Background: an optimization exercise with open tools, aiming at small area, a short achievable clock period and few clock cycles. Do not read the settings as production practice. Function was checked by simulation only, so behaviour that the tests miss may differ from the original. Power is estimated from default activity; no workload was simulated.

## ember
## HT_TOP
module HT_TOP(
    clk,
    rst_n,
    in_valid,
    in_weight,
    out_mode,
    out_valid,
    out_code
);
input clk, rst_n, in_valid, out_mode;
input [2:0] in_weight;
output reg out_valid, out_code;
reg        vr, merge, sending;
reg  [2:0] cnt;
reg  [2:0] cur;
reg        mode;
reg  [2:0] xr;
reg  [4:0] lw [0:6];
reg  [2:0] lw7;       
reg        fill7;     
reg  [2:0] ptr [0:4];
reg  [7:0] code [0:4];
integer j, t;
function lt5;
    input [4:0] a, b;
    integer k;
    reg c;
    begin
        c = 1'b0;
        for (k = 0; k < 5; k = k + 1)
            c = (~a[k] & b[k]) | (~a[k] & c) | (b[k] & c);
        lt5 = c;
    end
endfunction
wire [4:0] sum = lw[0] + lw[1];
wire [4:0] val = merge ? sum : {2'b00, xr};
reg  [9:0] lt;
reg  [4:0] lwx [0:9];
always @(*) begin
    for (j = 0; j < 7; j = j + 1) lwx[j] = lw[j];
    lwx[7] = {fill7, fill7, lw7 | {3{fill7}}};
    lwx[8] = 5'd31;
    lwx[9] = 5'd31;
    lt[8] = 1'b0;
    lt[9] = 1'b0;
    for (j = 0; j < 8; j = j + 1)
        lt[j] = lt5(lwx[j], val) | (!merge & (cnt < 8 - j));
    if (merge) lt[1] = 1'b1;
end
reg [2:0] ins;
always @(*) begin
    ins = 3'd0;
    for (j = 0; j < 8; j = j + 1)
        if (merge) begin
            if (lt[j+1] & !lt[j+2]) ins = j;
        end else begin
            if (lt[j] & !lt[j+1]) ins = j;
        end
end
reg [2:0] leaf [0:4];
always @(*) begin
    leaf[0] = 3'd4;                    
    leaf[1] = mode ? 3'd2 : 3'd5;      
    leaf[2] = mode ? 3'd5 : 3'd6;      
    leaf[3] = mode ? 3'd0 : 3'd7;      
    leaf[4] = mode ? 3'd1 : 3'd3;      
end
wire first = merge & (cnt == 3'd5);    
wire root = merge & (cnt == 3'd6);
wire empty = (code[0] == 8'd1);
wire [7:0] src = empty ? code[1] : code[0];
wire fin = (src[7:1] == 7'd1) & ((cur + {2'b00, empty}) == 3'd4);
always @(posedge clk) begin
    if (in_valid & !vr) mode <= out_mode;
  ...
==> flow/config.mk <==
export PLATFORM = sky130hd
export DESIGN_NAME = HT_TOP
export DESIGN_NICKNAME = HT_TOP
export VERILOG_FILES = /design/flow/design.v
export SDC_FILE = /design/flow/constraint.sdc
export NUM_CORES = 4
export LEC_CHECK = 0
export CAP_MARGIN = 20
export CORE_MARGIN = 2
export CORE_UTILIZATION = 40
export CTS_CLUSTER_DIAMETER = 200
export CTS_CLUSTER_SIZE = 40
export SLEW_MARGIN = 20
==> flow/constraint.sdc <==
create_clock -name core_clock -period 17.0 [get_ports {clk}]
set_input_delay 3.4000 -clock core_clock [delete_from_list [all_inputs] [get_ports {clk}]]
set_output_delay 3.4000 -clock core_clock [all_outputs]
set_load 0.01 [all_outputs]
standard.sh (not shown) runs the stock make flow with config.mk's settings and CLKGATE_MAP_FILE= SYNTH_SCRIPT=/design/flow/synth_recipe.tcl, a recipe that flattens the netlist after the stock synthesis.
==> flow/flow/run.sh <==
#!/bin/bash
# Layout with ORFS's own scripts. Two changes from the standard layout:
#  - synthesis is the standard one except that ABC maps the logic for area
#    (flip-flops are mapped before ABC, so registers are unchanged);
#  - repair_timing aims for a larger setup margin (MARGIN ns) than the
#    standard flow settings allow. Constraints are unchanged.
set -euo pipefail
MARGIN=${MARGIN:-12.6}
HERE=$(pwd)
printf 'strash\ndch\nmap -a\nstrash\ndch\nmap -a\n' > "$HERE/area.abc"
cat > "$HERE/area_synth.tcl" <<'TCL'
proc abc {args} {
  set i [lsearch -exact $args -script]
  if {$i >= 0} {
    set args [lreplace $args [expr {$i + 1}] [expr {$i + 1}] $::env(AREA_ABC_SCRIPT)]
  }
  yosys abc {*}$args
}
TCL
cat synth_recipe.tcl >> "$HERE/area_synth.tcl"
export AREA_ABC_SCRIPT="$HERE/area.abc"
bash standard.sh SYNTH_SCRIPT="$HERE/area_synth.tcl" SETUP_SLACK_MARGIN="$MARGIN" finish > standard_flow.log 2>&1
Testbench counts of ember, summed over its fixed seeds: cycles 31,181.
The following lists how willow was set up differently from ember:
- CTS_CLUSTER_DIAMETER no longer set, was 200
- CTS_CLUSTER_SIZE no longer set, was 40
### Flow results
The global-route wire length before repair was comparable across ember and willow.
In terms of synthesized area divided by synthesized cell count, willow and ember differ only marginally.
Changes observed in willow relative to ember: non-clock buffer count closely matched the old numbers, number of hold violations in the final report neither gained nor lost much.
For antenna diode instance count, ember and willow come out practically identical.
There was hardly any difference in number of non-clock inverters in the layout between willow and ember.
Diff ember -> willow: largest vdd supply drop was more or less identical, cell area power density closely matched the old numbers, slack of the critical path was more or less identical, adder-cell share of the synthesized area now sits at about the same level.
#### Input delta (garnet over willow)
- CTS_BUF_LIST newly set to sky130_fd_sc_hd__clkbuf_8
Results
- Summary of the comparison: wire length on met3 is lower in garnet, relative to willow.
- willow and garnet ended up with roughly the same overall routing resource usage.
- Lower routed wirelength normalized by instance count goes to garnet over willow.
- Comparing garnet against willow, there is no change at all in critical path depth.

==> what the ideal ports hide <==
The results above use ideal ports. As a check the final layouts listed here were re-extracted and re-timed, cells and wires unchanged. Step 1 sets driving cells, clkbuf_16 on the clock port and buf_2 on the other inputs (assumed; they add their load-dependent delay and slew). Step 2 adds t to the input delays and takes it off the output delays; t is the mean of the earliest and latest rising clock arrival at the registers after step 1. Input paths then give back, and output paths get back, about the clock's delay inside the block. Slacks: ideal / step 1 / step 2; pairs: ideal / step 1.
run	t (ns)	slack for setup (ns)	clock arrival spread, ns	pins driven straight from the clock port
ember	0.402	12.628 / 12.588 / 12.625	0.010 / 0.010	1
willow	0.402	12.628 / 12.588 / 12.625	0.010 / 0.010	1
garnet	0.444	12.623 / 12.587 / 12.637	0.014 / 0.014	1
After both steps setup and hold are still met in every run listed.
